What follows belongs to an exercise in optimizing a design on an open flow for small area and a short achievable clock period; a production flow would make more cautious choices. Where RTL was checked, it was by simulation tests only, not by an equivalence proof against the original.

==> zinc <==
==> flow/design.v (excerpt) <==
module cordic (
    input  wire        clk,
    input  wire        rst,
    input  wire        valid_i,
    input  wire signed [16:0] x_i,
    input  wire signed [16:0] y_i,
    output wire        valid_o,
    output wire signed [16:0] x_o,
    output wire signed [16:0] y_o
    );
==> flow/config.mk <==
export PLATFORM = sky130hd
export DESIGN_NAME = cordic
export DESIGN_NICKNAME = cordic
export VERILOG_FILES = /design/flow/design.v
export SDC_FILE = /design/flow/constraint.sdc
export NUM_CORES = 4
export LEC_CHECK = 0
export ABC_AREA = 1
export CAP_MARGIN = 20
export CORE_MARGIN = 2
export CORE_UTILIZATION = 40
export CTS_CLUSTER_DIAMETER = 120
export CTS_CLUSTER_SIZE = 20
export SETUP_SLACK_MARGIN = 2.0
export SLEW_MARGIN = 20
==> flow/constraint.sdc <==
create_clock -name core_clock -period 4.6 [get_ports {clk}]
set_input_delay 0.9200 -clock core_clock [delete_from_list [all_inputs] [get_ports {clk}]]
set_output_delay 0.9200 -clock core_clock [all_outputs]
set_load 0.01 [all_outputs]
standard.sh (not shown) runs the stock make flow with config.mk's settings and CLKGATE_MAP_FILE= SYNTH_SCRIPT=/design/flow/synth_recipe.tcl, a recipe that flattens the netlist after the stock synthesis.
==> flow/flow/run.sh <==
#!/bin/bash
# The standard layout (standard.sh: ORFS from synthesis to the final layout), with one change:
# ADDER_MAP_FILE is empty, so ORFS's synthesis skips Yosys's full/half adder extraction and abc maps
# the adders' logic like the rest. Everything else, including the registers, is the standard flow.
set -euo pipefail
cd "$(dirname "$0")/.."
export ADDER_MAP_FILE=
bash standard.sh > standard.log 2>&1
==> cedar: changes against zinc <==
Settings changed: CTS_CLUSTER_DIAMETER 120 to default, CTS_CLUSTER_SIZE 20 to default.
==> qor summary <==
                                                                                   cedar                     zinc
Run status                                                         complete, no violations  complete, no violations
Routed wl met2                                                                    39100 um                 39000 um
Sum of buffers and inverters on the critical path                                        1                        2
Minimum setup slack in the final design                                            2.15 ns                  2.12 ns
Fillcell total                                                                        9739                     9852
Clock latency (worst-skew pair)                                                    0.63 ns                  0.60 ns
Final cycle utilization of the critical path                                         0.533                    0.540
Number of cells in the finished layout apart from fillers                             7542                     7461
Worst r2r src                                                                  rd7$_DFF_P_              rd0$_DFF_P_
End point of the critical path                                                      y_o[8]              rd1$_DFF_P_
Crit path kind                                                                  reg -> out               reg -> reg
Fraction of final layout cells with drive strength greater than 1                   0.0914                   0.0821
Wire length of the first global-routing pass                                     148000 um                146000 um
DR vias/cell                                                                          4.49                     4.50
Number of gates given a new drive strength after cts                                    25                       24
Count of buffers not belonging to the clock network in the layout                      102                      106
Nets@finish                                                                           6257                     6227
Iteration-0 DRC Markers                                                               1721                     1750
Critical path depth in cells                                                             1                       20
No run of this note included a check of the RTL's function; only the layout flow was run.

* * *

==> v2: inputs <==
Another version of the RTL of cordic (not shown whole).
Settings: LEC_CHECK=0, CAP_MARGIN=20, CORE_MARGIN=2, CORE_UTILIZATION=40, CTS_BUF_LIST=sky130_fd_sc_hd__clkbuf_4 sky130_fd_sc_hd__clkbuf_8, SETUP_SLACK_MARGIN=1.5, SLEW_MARGIN=20; clock period 4.6 ns.
run.sh (not shown) runs the stock make flow with config.mk's settings and CLKGATE_MAP_FILE= SYNTH_SCRIPT=/design/flow/synth_recipe.tcl, a recipe that flattens the netlist after the stock synthesis.
Stock flow here: none of the scripts above is used.
==> v32: changes against v2 <==
--- a/flow/design.v
+++ b/flow/design.v
@@ -22,14 +22,14 @@
     reg rd_a;
     always @(posedge clk) begin rx_a <= ax; ry_a <= ay; rd_a <= |y_i[15:0]; end
     wire [16:0] x0, y0, xs0, ys0, nx0, ny0;
     wire d0;
     assign x0 = rx_a; assign y0 = ry_a;
     assign d0 = rd_a;
-    assign xs0 = x0;
-    assign ys0 = y0;
+    assign xs0 = $signed(x0) >>> 0;
+    assign ys0 = $signed(y0) >>> 0;
     wire [16:0] nx0_b = ys0 ^ {17{1'b0}};
     wire [16:0] nx0_s;
     wire [17:0] nx0_s_p, nx0_s_g;
     assign nx0_s_g[0] = 1'b0;
     assign nx0_s_p[0] = 1'b0;
     assign nx0_s_p[1] = x0[0] ^ nx0_b[0];
@@ -227,14 +227,14 @@
     reg rd0;
     always @(posedge clk) begin rx0 <= nx0; ry0 <= ny0; rd0 <= ~ny0[16] & (|ny0[15:0]); end
     wire [16:0] x1, y1, xs1, ys1, nx1, ny1;
     wire d1;
     assign x1 = rx0; assign y1 = ry0;
     assign d1 = rd0;
-    assign xs1 = {{1{x1[16]}}, x1[16:1]};
-    assign ys1 = {{1{y1[16]}}, y1[16:1]};
+    assign xs1 = $signed(x1) >>> 1;
+    assign ys1 = $signed(y1) >>> 1;
     wire [16:0] nx1_b = ys1 ^ {17{~d1}};
     wire [16:0] nx1_s;
     wire [17:0] nx1_s_p, nx1_s_g;
     assign nx1_s_g[0] = ~d1;
     assign nx1_s_p[0] = 1'b0;
     assign nx1_s_p[1] = x1[0] ^ nx1_b[0];
@@ -432,14 +432,14 @@
     reg rd1;
     always @(posedge clk) begin rx1 <= nx1; ry1 <= ny1; rd1 <= ~ny1[16] & (|ny1[15:0]); end
     wire [16:0] x2, y2, xs2, ys2, nx2, ny2;
     wire d2;
     assign x2 = rx1; assign y2 = ry1;
     assign d2 = rd1;
-    assign xs2 = {{2{x2[16]}}, x2[16:2]};
-    assign ys2 = {{2{y2[16]}}, y2[16:2]};
+    assign xs2 = $signed(x2) >>> 2;
+    assign ys2 = $signed(y2) >>> 2;
     wire [16:0] nx2_b = ys2 ^ {17{~d2}};
     wire [16:0] nx2_s;
     wire [17:0] nx2_s_p, nx2_s_g;
     assign nx2_s_g[0] = ~d2;
     assign nx2_s_p[0] = 1'b0;
     assign nx2_s_p[1] = x2[0] ^ nx2_b[0];
@@ -637,14 +637,14 @@
     reg rd2;
     always @(posedge clk) begin rx2 <= nx2; ry2 <= ny2; rd2 <= ~ny2[16] & (|ny2[15:0]); end
     wire [16:0] x3, y3, xs3, ys3, nx3, ny3;
     wire d3;
     assign x3 = rx2; assign y3 = ry2;
     assign d3 = rd2;
-    assign xs3 = {{3{x3[16]}}, x3[16:3]};
-    assign ys3 = {{3{y3[16]}}, y3[16:3]};
+    assign xs3 = $signed(x3) >>> 3;
+    assign ys3 = $signed(y3) >>> 3;
     wire [16:0] nx3_b = ys3 ^ {17{~d3}};
     wire [16:0] nx3_s;
     wire [17:0] nx3_s_p, nx3_s_g;
     assign nx3_s_g[0] = ~d3;
     assign nx3_s_p[0] = 1'b0;
     assign nx3_s_p[1] = x3[0] ^ nx3_b[0];
@@ -842,14 +842,14 @@
     reg rd3;
     always @(posedge clk) begin rx3 <= nx3; ry3 <= ny3; rd3 <= ~ny3[16] & (|ny3[15:0]); end
     wire [16:0] x4, y4, xs4, ys4, nx4, ny4;
     wire d4;
     assign x4 = rx3; assign y4 = ry3;
     assign d4 = rd3;
-    assign xs4 = {{4{x4[16]}}, x4[16:4]};
-    assign ys4 = {{4{y4[16]}}, y4[16:4]};
+    assign xs4 = $signed(x4) >>> 4;
+    assign ys4 = $signed(y4) >>> 4;
     wire [16:0] nx4_b = ys4 ^ {17{~d4}};
     wire [16:0] nx4_s;
     wire [17:0] nx4_s_p, nx4_s_g;
     assign nx4_s_g[0] = ~d4;
     assign nx4_s_p[0] = 1'b0;
     assign nx4_s_p[1] = x4[0] ^ nx4_b[0];
@@ -1047,14 +1047,14 @@
     reg rd4;
     always @(posedge clk) begin rx4 <= nx4; ry4 <= ny4; rd4 <= ~ny4[16] & (|ny4[15:0]); end
     wire [16:0] x5, y5, xs5, ys5, nx5, ny5;
     wire d5;
     assign x5 = rx4; assign y5 = ry4;
     assign d5 = rd4;
-    assign xs5 = {{5{x5[16]}}, x5[16:5]};
-    assign ys5 = {{5{y5[16]}}, y5[16:5]};
+    assign xs5 = $signed(x5) >>> 5;
+    assign ys5 = $signed(y5) >>> 5;
     wire [16:0] nx5_b = ys5 ^ {17{~d5}};
     wire [16:0] nx5_s;
     wire [17:0] nx5_s_p, nx5_s_g;
     assign nx5_s_g[0] = ~d5;
     assign nx5_s_p[0] = 1'b0;
     assign nx5_s_p[1] = x5[0] ^ nx5_b[0];
@@ -1252,14 +1252,14 @@
     reg rd5;
     always @(posedge clk) begin rx5 <= nx5; ry5 <= ny5; rd5 <= ~ny5[16] & (|ny5[15:0]); end
     wire [16:0] x6, y6, xs6, ys6, nx6, ny6;
     wire d6;
     assign x6 = rx5; assign y6 = ry5;
     assign d6 = rd5;
-    assign xs6 = {{6{x6[16]}}, x6[16:6]};
-    assign ys6 = {{6{y6[16]}}, y6[16:6]};
+    assign xs6 = $signed(x6) >>> 6;
+    assign ys6 = $signed(y6) >>> 6;
     wire [16:0] nx6_b = ys6 ^ {17{~d6}};
     wire [16:0] nx6_s;
     wire [17:0] nx6_s_p, nx6_s_g;
     assign nx6_s_g[0] = ~d6;
     assign nx6_s_p[0] = 1'b0;
     assign nx6_s_p[1] = x6[0] ^ nx6_b[0];
@@ -1457,14 +1457,14 @@
     reg rd6;
     always @(posedge clk) begin rx6 <= nx6; ry6 <= ny6; rd6 <= ~ny6[16] & (|ny6[15:0]); end
     wire [16:0] x7, y7, xs7, ys7, nx7, ny7;
     wire d7;
     assign x7 = rx6; assign y7 = ry6;
     assign d7 = rd6;
-    assign xs7 = {{7{x7[16]}}, x7[16:7]};
-    assign ys7 = {{7{y7[16]}}, y7[16:7]};
+    assign xs7 = $signed(x7) >>> 7;
+    assign ys7 = $signed(y7) >>> 7;
     wire [16:0] nx7_b = ys7 ^ {17{~d7}};
     wire [16:0] nx7_s;
     wire [17:0] nx7_s_p, nx7_s_g;
     assign nx7_s_g[0] = ~d7;
     assign nx7_s_p[0] = 1'b0;
     assign nx7_s_p[1] = x7[0] ^ nx7_b[0];
@@ -1662,14 +1662,14 @@
     reg rd7;
     always @(posedge clk) begin rx7 <= nx7; ry7 <= ny7; rd7 <= ~ny7[16] & (|ny7[15:0]); end
     wire [16:0] x8, y8, xs8, ys8, nx8, ny8;
     wire d8;
     assign x8 = rx7; assign y8 = ry7;
     assign d8 = rd7;
-    assign xs8 = {{8{x8[16]}}, x8[16:8]};
-    assign ys8 = {{8{y8[16]}}, y8[16:8]};
+    assign xs8 = $signed(x8) >>> 8;
+    assign ys8 = $signed(y8) >>> 8;
     wire [16:0] nx8_b = ys8 ^ {17{~d8}};
     wire [16:0] nx8_s;
     wire [17:0] nx8_s_p, nx8_s_g;
     assign nx8_s_g[0] = ~d8;
     assign nx8_s_p[0] = 1'b0;
     assign nx8_s_p[1] = x8[0] ^ nx8_b[0];
@@ -1867,14 +1867,14 @@
     reg rd8;
     always @(posedge clk) begin rx8 <= nx8; ry8 <= ny8; rd8 <= ~ny8[16] & (|ny8[15:0]); end
     wire [16:0] x9, y9, xs9, ys9, nx9, ny9;
     wire d9;
     assign x9 = rx8; assign y9 = ry8;
     assign d9 = rd8;
-    assign xs9 = {{9{x9[16]}}, x9[16:9]};
-    assign ys9 = {{9{y9[16]}}, y9[16:9]};
+    assign xs9 = $signed(x9) >>> 9;
+    assign ys9 = $signed(y9) >>> 9;
     wire [16:0] nx9_b = ys9 ^ {17{~d9}};
     wire [16:0] nx9_s;
     wire [17:0] nx9_s_p, nx9_s_g;
     assign nx9_s_g[0] = ~d9;
     assign nx9_s_p[0] = 1'b0;
     assign nx9_s_p[1] = x9[0] ^ nx9_b[0];
@@ -2072,14 +2072,14 @@
     reg rd9;
     always @(posedge clk) begin rx9 <= nx9; ry9 <= ny9; rd9 <= ~ny9[16] & (|ny9[15:0]); end
     wire [16:0] x10, y10, xs10, ys10, nx10, ny10;
     wire d10;
     assign x10 = rx9; assign y10 = ry9;
     assign d10 = rd9;
-    assign xs10 = {{10{x10[16]}}, x10[16:10]};
-    assign ys10 = {{10{y10[16]}}, y10[16:10]};
+    assign xs10 = $signed(x10) >>> 10;
+    assign ys10 = $signed(y10) >>> 10;
     wire [16:0] nx10_b = ys10 ^ {17{~d10}};
     wire [16:0] nx10_s;
     wire [17:0] nx10_s_p, nx10_s_g;
     assign nx10_s_g[0] = ~d10;
     assign nx10_s_p[0] = 1'b0;
     assign nx10_s_p[1] = x10[0] ^ nx10_b[0];
@@ -2277,14 +2277,14 @@
     reg rd10;
     always @(posedge clk) begin rx10 <= nx10; ry10 <= ny10; rd10 <= ~ny10[16] & (|ny10[15:0]); end
     wire [16:0] x11, y11, xs11, ys11, nx11, ny11;
     wire d11;
     assign x11 = rx10; assign y11 = ry10;
     assign d11 = rd10;
-    assign xs11 = {{11{x11[16]}}, x11[16:11]};
-    assign ys11 = {{11{y11[16]}}, y11[16:11]};
+    assign xs11 = $signed(x11) >>> 11;
+    assign ys11 = $signed(y11) >>> 11;
     wire [16:0] nx11_b = ys11 ^ {17{~d11}};
     wire [16:0] nx11_s;
     wire [17:0] nx11_s_p, nx11_s_g;
     assign nx11_s_g[0] = ~d11;
     assign nx11_s_p[0] = 1'b0;
     assign nx11_s_p[1] = x11[0] ^ nx11_b[0];
@@ -2482,14 +2482,14 @@
     reg rd11;
     always @(posedge clk) begin rx11 <= nx11; ry11 <= ny11; rd11 <= ~ny11[16] & (|ny11[15:0]); end
     wire [16:0] x12, y12, xs12, ys12, nx12, ny12;
     wire d12;
     assign x12 = rx11; assign y12 = ry11;
     assign d12 = rd11;
-    assign xs12 = {{12{x12[16]}}, x12[16:12]};
-    assign ys12 = {{12{y12[16]}}, y12[16:12]};
+    assign xs12 = $signed(x12) >>> 12;
+    assign ys12 = $signed(y12) >>> 12;
     wire [16:0] nx12_b = ys12 ^ {17{~d12}};
     wire [16:0] nx12_s;
     wire [17:0] nx12_s_p, nx12_s_g;
     assign nx12_s_g[0] = ~d12;
     assign nx12_s_p[0] = 1'b0;
     assign nx12_s_p[1] = x12[0] ^ nx12_b[0];
@@ -2687,14 +2687,14 @@
     reg rd12;
     always @(posedge clk) begin rx12 <= nx12; ry12 <= ny12; rd12 <= ~ny12[16] & (|ny12[15:0]); end
     wire [16:0] x13, y13, xs13, ys13, nx13, ny13;
     wire d13;
     assign x13 = rx12; assign y13 = ry12;
     assign d13 = rd12;
-    assign xs13 = {{13{x13[16]}}, x13[16:13]};
-    assign ys13 = {{13{y13[16]}}, y13[16:13]};
+    assign xs13 = $signed(x13) >>> 13;
+    assign ys13 = $signed(y13) >>> 13;
     wire [16:0] nx13_b = ys13 ^ {17{~d13}};
     wire [16:0] nx13_s;
     wire [17:0] nx13_s_p, nx13_s_g;
     assign nx13_s_g[0] = ~d13;
     assign nx13_s_p[0] = 1'b0;
     assign nx13_s_p[1] = x13[0] ^ nx13_b[0];
@@ -2892,14 +2892,14 @@
     reg rd13;
     always @(posedge clk) begin rx13 <= nx13; ry13 <= ny13; rd13 <= ~ny13[16] & (|ny13[15:0]); end
     wire [16:0] x14, y14, xs14, ys14, nx14, ny14;
     wire d14;
     assign x14 = rx13; assign y14 = ry13;
     assign d14 = rd13;
-    assign xs14 = {{14{x14[16]}}, x14[16:14]};
-    assign ys14 = {{14{y14[16]}}, y14[16:14]};
+    assign xs14 = $signed(x14) >>> 14;
+    assign ys14 = $signed(y14) >>> 14;
     wire [16:0] nx14_b = ys14 ^ {17{~d14}};
     wire [16:0] nx14_s;
     wire [17:0] nx14_s_p, nx14_s_g;
     assign nx14_s_g[0] = ~d14;
     assign nx14_s_p[0] = 1'b0;
     assign nx14_s_p[1] = x14[0] ^ nx14_b[0];
Settings changed: CTS_BUF_LIST sky130_fd_sc_hd__clkbuf_4 sky130_fd_sc_hd__clkbuf_8 to default, SETUP_SLACK_MARGIN 1.5 to 2.5.
==> v3: changes against v2 <==
Settings changed: CORE_UTILIZATION 40 to 55.
==> v38: changes against v2 <==
--- a/flow/design.v
+++ b/flow/design.v
@@ -22,14 +22,14 @@
     reg rd_a;
     always @(posedge clk) begin rx_a <= ax; ry_a <= ay; rd_a <= |y_i[15:0]; end
     wire [16:0] x0, y0, xs0, ys0, nx0, ny0;
     wire d0;
     assign x0 = rx_a; assign y0 = ry_a;
     assign d0 = rd_a;
-    assign xs0 = x0;
-    assign ys0 = y0;
+    assign xs0 = $signed(x0) >>> 0;
+    assign ys0 = $signed(y0) >>> 0;
     wire [16:0] nx0_b = ys0 ^ {17{1'b0}};
     wire [16:0] nx0_s;
     wire [17:0] nx0_s_p, nx0_s_g;
     assign nx0_s_g[0] = 1'b0;
     assign nx0_s_p[0] = 1'b0;
     assign nx0_s_p[1] = x0[0] ^ nx0_b[0];
@@ -227,14 +227,14 @@
     reg rd0;
     always @(posedge clk) begin rx0 <= nx0; ry0 <= ny0; rd0 <= ~ny0[16] & (|ny0[15:0]); end
     wire [16:0] x1, y1, xs1, ys1, nx1, ny1;
     wire d1;
     assign x1 = rx0; assign y1 = ry0;
     assign d1 = rd0;
-    assign xs1 = {{1{x1[16]}}, x1[16:1]};
-    assign ys1 = {{1{y1[16]}}, y1[16:1]};
+    assign xs1 = $signed(x1) >>> 1;
+    assign ys1 = $signed(y1) >>> 1;
     wire [16:0] nx1_b = ys1 ^ {17{~d1}};
     wire [16:0] nx1_s;
     wire [17:0] nx1_s_p, nx1_s_g;
     assign nx1_s_g[0] = ~d1;
     assign nx1_s_p[0] = 1'b0;
     assign nx1_s_p[1] = x1[0] ^ nx1_b[0];
@@ -432,14 +432,14 @@
     reg rd1;
     always @(posedge clk) begin rx1 <= nx1; ry1 <= ny1; rd1 <= ~ny1[16] & (|ny1[15:0]); end
     wire [16:0] x2, y2, xs2, ys2, nx2, ny2;
     wire d2;
     assign x2 = rx1; assign y2 = ry1;
     assign d2 = rd1;
-    assign xs2 = {{2{x2[16]}}, x2[16:2]};
-    assign ys2 = {{2{y2[16]}}, y2[16:2]};
+    assign xs2 = $signed(x2) >>> 2;
+    assign ys2 = $signed(y2) >>> 2;
     wire [16:0] nx2_b = ys2 ^ {17{~d2}};
     wire [16:0] nx2_s;
     wire [17:0] nx2_s_p, nx2_s_g;
     assign nx2_s_g[0] = ~d2;
     assign nx2_s_p[0] = 1'b0;
     assign nx2_s_p[1] = x2[0] ^ nx2_b[0];
@@ -637,14 +637,14 @@
     reg rd2;
     always @(posedge clk) begin rx2 <= nx2; ry2 <= ny2; rd2 <= ~ny2[16] & (|ny2[15:0]); end
     wire [16:0] x3, y3, xs3, ys3, nx3, ny3;
     wire d3;
     assign x3 = rx2; assign y3 = ry2;
     assign d3 = rd2;
-    assign xs3 = {{3{x3[16]}}, x3[16:3]};
-    assign ys3 = {{3{y3[16]}}, y3[16:3]};
+    assign xs3 = $signed(x3) >>> 3;
+    assign ys3 = $signed(y3) >>> 3;
     wire [16:0] nx3_b = ys3 ^ {17{~d3}};
     wire [16:0] nx3_s;
     wire [17:0] nx3_s_p, nx3_s_g;
     assign nx3_s_g[0] = ~d3;
     assign nx3_s_p[0] = 1'b0;
     assign nx3_s_p[1] = x3[0] ^ nx3_b[0];
@@ -842,14 +842,14 @@
     reg rd3;
     always @(posedge clk) begin rx3 <= nx3; ry3 <= ny3; rd3 <= ~ny3[16] & (|ny3[15:0]); end
     wire [16:0] x4, y4, xs4, ys4, nx4, ny4;
     wire d4;
     assign x4 = rx3; assign y4 = ry3;
     assign d4 = rd3;
-    assign xs4 = {{4{x4[16]}}, x4[16:4]};
-    assign ys4 = {{4{y4[16]}}, y4[16:4]};
+    assign xs4 = $signed(x4) >>> 4;
+    assign ys4 = $signed(y4) >>> 4;
     wire [16:0] nx4_b = ys4 ^ {17{~d4}};
     wire [16:0] nx4_s;
     wire [17:0] nx4_s_p, nx4_s_g;
     assign nx4_s_g[0] = ~d4;
     assign nx4_s_p[0] = 1'b0;
     assign nx4_s_p[1] = x4[0] ^ nx4_b[0];
@@ -1047,14 +1047,14 @@
     reg rd4;
     always @(posedge clk) begin rx4 <= nx4; ry4 <= ny4; rd4 <= ~ny4[16] & (|ny4[15:0]); end
     wire [16:0] x5, y5, xs5, ys5, nx5, ny5;
     wire d5;
     assign x5 = rx4; assign y5 = ry4;
     assign d5 = rd4;
-    assign xs5 = {{5{x5[16]}}, x5[16:5]};
-    assign ys5 = {{5{y5[16]}}, y5[16:5]};
+    assign xs5 = $signed(x5) >>> 5;
+    assign ys5 = $signed(y5) >>> 5;
     wire [16:0] nx5_b = ys5 ^ {17{~d5}};
     wire [16:0] nx5_s;
     wire [17:0] nx5_s_p, nx5_s_g;
     assign nx5_s_g[0] = ~d5;
     assign nx5_s_p[0] = 1'b0;
     assign nx5_s_p[1] = x5[0] ^ nx5_b[0];
@@ -1252,14 +1252,14 @@
     reg rd5;
     always @(posedge clk) begin rx5 <= nx5; ry5 <= ny5; rd5 <= ~ny5[16] & (|ny5[15:0]); end
     wire [16:0] x6, y6, xs6, ys6, nx6, ny6;
     wire d6;
     assign x6 = rx5; assign y6 = ry5;
     assign d6 = rd5;
-    assign xs6 = {{6{x6[16]}}, x6[16:6]};
-    assign ys6 = {{6{y6[16]}}, y6[16:6]};
+    assign xs6 = $signed(x6) >>> 6;
+    assign ys6 = $signed(y6) >>> 6;
     wire [16:0] nx6_b = ys6 ^ {17{~d6}};
     wire [16:0] nx6_s;
     wire [17:0] nx6_s_p, nx6_s_g;
     assign nx6_s_g[0] = ~d6;
     assign nx6_s_p[0] = 1'b0;
     assign nx6_s_p[1] = x6[0] ^ nx6_b[0];
@@ -1457,14 +1457,14 @@
     reg rd6;
     always @(posedge clk) begin rx6 <= nx6; ry6 <= ny6; rd6 <= ~ny6[16] & (|ny6[15:0]); end
     wire [16:0] x7, y7, xs7, ys7, nx7, ny7;
     wire d7;
     assign x7 = rx6; assign y7 = ry6;
     assign d7 = rd6;
-    assign xs7 = {{7{x7[16]}}, x7[16:7]};
-    assign ys7 = {{7{y7[16]}}, y7[16:7]};
+    assign xs7 = $signed(x7) >>> 7;
+    assign ys7 = $signed(y7) >>> 7;
     wire [16:0] nx7_b = ys7 ^ {17{~d7}};
     wire [16:0] nx7_s;
     wire [17:0] nx7_s_p, nx7_s_g;
     assign nx7_s_g[0] = ~d7;
     assign nx7_s_p[0] = 1'b0;
     assign nx7_s_p[1] = x7[0] ^ nx7_b[0];
@@ -1662,14 +1662,14 @@
     reg rd7;
     always @(posedge clk) begin rx7 <= nx7; ry7 <= ny7; rd7 <= ~ny7[16] & (|ny7[15:0]); end
     wire [16:0] x8, y8, xs8, ys8, nx8, ny8;
     wire d8;
     assign x8 = rx7; assign y8 = ry7;
     assign d8 = rd7;
-    assign xs8 = {{8{x8[16]}}, x8[16:8]};
-    assign ys8 = {{8{y8[16]}}, y8[16:8]};
+    assign xs8 = $signed(x8) >>> 8;
+    assign ys8 = $signed(y8) >>> 8;
     wire [16:0] nx8_b = ys8 ^ {17{~d8}};
     wire [16:0] nx8_s;
     wire [17:0] nx8_s_p, nx8_s_g;
     assign nx8_s_g[0] = ~d8;
     assign nx8_s_p[0] = 1'b0;
     assign nx8_s_p[1] = x8[0] ^ nx8_b[0];
@@ -1867,14 +1867,14 @@
     reg rd8;
     always @(posedge clk) begin rx8 <= nx8; ry8 <= ny8; rd8 <= ~ny8[16] & (|ny8[15:0]); end
     wire [16:0] x9, y9, xs9, ys9, nx9, ny9;
     wire d9;
     assign x9 = rx8; assign y9 = ry8;
     assign d9 = rd8;
-    assign xs9 = {{9{x9[16]}}, x9[16:9]};
-    assign ys9 = {{9{y9[16]}}, y9[16:9]};
+    assign xs9 = $signed(x9) >>> 9;
+    assign ys9 = $signed(y9) >>> 9;
     wire [16:0] nx9_b = ys9 ^ {17{~d9}};
     wire [16:0] nx9_s;
     wire [17:0] nx9_s_p, nx9_s_g;
     assign nx9_s_g[0] = ~d9;
     assign nx9_s_p[0] = 1'b0;
     assign nx9_s_p[1] = x9[0] ^ nx9_b[0];
@@ -2072,14 +2072,14 @@
     reg rd9;
     always @(posedge clk) begin rx9 <= nx9; ry9 <= ny9; rd9 <= ~ny9[16] & (|ny9[15:0]); end
     wire [16:0] x10, y10, xs10, ys10, nx10, ny10;
     wire d10;
     assign x10 = rx9; assign y10 = ry9;
     assign d10 = rd9;
-    assign xs10 = {{10{x10[16]}}, x10[16:10]};
-    assign ys10 = {{10{y10[16]}}, y10[16:10]};
+    assign xs10 = $signed(x10) >>> 10;
+    assign ys10 = $signed(y10) >>> 10;
     wire [16:0] nx10_b = ys10 ^ {17{~d10}};
     wire [16:0] nx10_s;
     wire [17:0] nx10_s_p, nx10_s_g;
     assign nx10_s_g[0] = ~d10;
     assign nx10_s_p[0] = 1'b0;
     assign nx10_s_p[1] = x10[0] ^ nx10_b[0];
@@ -2277,14 +2277,14 @@
     reg rd10;
     always @(posedge clk) begin rx10 <= nx10; ry10 <= ny10; rd10 <= ~ny10[16] & (|ny10[15:0]); end
     wire [16:0] x11, y11, xs11, ys11, nx11, ny11;
     wire d11;
     assign x11 = rx10; assign y11 = ry10;
     assign d11 = rd10;
-    assign xs11 = {{11{x11[16]}}, x11[16:11]};
-    assign ys11 = {{11{y11[16]}}, y11[16:11]};
+    assign xs11 = $signed(x11) >>> 11;
+    assign ys11 = $signed(y11) >>> 11;
     wire [16:0] nx11_b = ys11 ^ {17{~d11}};
     wire [16:0] nx11_s;
     wire [17:0] nx11_s_p, nx11_s_g;
     assign nx11_s_g[0] = ~d11;
     assign nx11_s_p[0] = 1'b0;
     assign nx11_s_p[1] = x11[0] ^ nx11_b[0];
@@ -2482,14 +2482,14 @@
     reg rd11;
     always @(posedge clk) begin rx11 <= nx11; ry11 <= ny11; rd11 <= ~ny11[16] & (|ny11[15:0]); end
     wire [16:0] x12, y12, xs12, ys12, nx12, ny12;
     wire d12;
     assign x12 = rx11; assign y12 = ry11;
     assign d12 = rd11;
-    assign xs12 = {{12{x12[16]}}, x12[16:12]};
-    assign ys12 = {{12{y12[16]}}, y12[16:12]};
+    assign xs12 = $signed(x12) >>> 12;
+    assign ys12 = $signed(y12) >>> 12;
     wire [16:0] nx12_b = ys12 ^ {17{~d12}};
     wire [16:0] nx12_s;
     wire [17:0] nx12_s_p, nx12_s_g;
     assign nx12_s_g[0] = ~d12;
     assign nx12_s_p[0] = 1'b0;
     assign nx12_s_p[1] = x12[0] ^ nx12_b[0];
@@ -2687,14 +2687,14 @@
     reg rd12;
     always @(posedge clk) begin rx12 <= nx12; ry12 <= ny12; rd12 <= ~ny12[16] & (|ny12[15:0]); end
     wire [16:0] x13, y13, xs13, ys13, nx13, ny13;
     wire d13;
     assign x13 = rx12; assign y13 = ry12;
     assign d13 = rd12;
-    assign xs13 = {{13{x13[16]}}, x13[16:13]};
-    assign ys13 = {{13{y13[16]}}, y13[16:13]};
+    assign xs13 = $signed(x13) >>> 13;
+    assign ys13 = $signed(y13) >>> 13;
     wire [16:0] nx13_b = ys13 ^ {17{~d13}};
     wire [16:0] nx13_s;
     wire [17:0] nx13_s_p, nx13_s_g;
     assign nx13_s_g[0] = ~d13;
     assign nx13_s_p[0] = 1'b0;
     assign nx13_s_p[1] = x13[0] ^ nx13_b[0];
@@ -2892,14 +2892,14 @@
     reg rd13;
     always @(posedge clk) begin rx13 <= nx13; ry13 <= ny13; rd13 <= ~ny13[16] & (|ny13[15:0]); end
     wire [16:0] x14, y14, xs14, ys14, nx14, ny14;
     wire d14;
     assign x14 = rx13; assign y14 = ry13;
     assign d14 = rd13;
-    assign xs14 = {{14{x14[16]}}, x14[16:14]};
-    assign ys14 = {{14{y14[16]}}, y14[16:14]};
+    assign xs14 = $signed(x14) >>> 14;
+    assign ys14 = $signed(y14) >>> 14;
     wire [16:0] nx14_b = ys14 ^ {17{~d14}};
     wire [16:0] nx14_s;
     wire [17:0] nx14_s_p, nx14_s_g;
     assign nx14_s_g[0] = ~d14;
     assign nx14_s_p[0] = 1'b0;
     assign nx14_s_p[1] = x14[0] ^ nx14_b[0];
Settings changed: CTS_BUF_LIST sky130_fd_sc_hd__clkbuf_4 sky130_fd_sc_hd__clkbuf_8 to default, SETUP_SLACK_MARGIN 1.5 to default.
==> comparison <==
In synthesized area, v2 and v38 do not differ. The lowest register-to-register slack belongs to v38, the highest to v2. Maximum frequency: v38 < v3 < v32 < v2. The highest sequential share of layout area belongs to v38, the lowest to v32. Global-route usage: v3 > v32 > v2 > v38. Clock skew, lowest first: v32, v3, v38, v2.
Function not checked in v32 and v38: the RTL went through the layout flow alone.

## separate check: timing with driven ports
Ports are ideal in the flow. The routed layouts listed here were re-timed in OpenROAD. Step 1 assumes that a clkbuf_16 drives the clock port and a buf_2 every other input. Step 2 also shifts input and output timing later by t, the mid clock arrival at the registers, as if the neighbouring blocks saw the same clock. Three values: no drivers, after step 1, after step 2; two values: the first two.
run	t, ns	setup WS [ns]	hold WS [ns]	worst setup path at the end	clock arrival spread, ns
zinc	0.635	2.118 / 2.118 / 1.564	0.395 / 0.395 / 0.395	input to register	0.066 / 0.067
cedar	0.681	2.146 / 2.084 / 1.539	0.399 / 0.399 / 0.399	input to register	0.029 / 0.029
v2	0.772	1.323 / 1.323 / 1.323	0.386 / 0.386 / 0.386	register to register	0.063 / 0.064
v32	0.669	1.301 / 1.301 / 1.301	0.431 / 0.431 / 0.431	register to register	0.034 / 0.034
v3	0.730	1.267 / 1.267 / 1.267	0.434 / 0.434 / 0.434	register to register	0.041 / 0.042
v38	0.657	0.770 / 0.770 / 0.770	0.431 / 0.431 / 0.431	register to register	0.049 / 0.050
After both steps setup and hold are still met in every run listed. The setup slack of cedar, which loses most, moves by -0.062 ns with the drivers and by -0.607 ns with both steps.
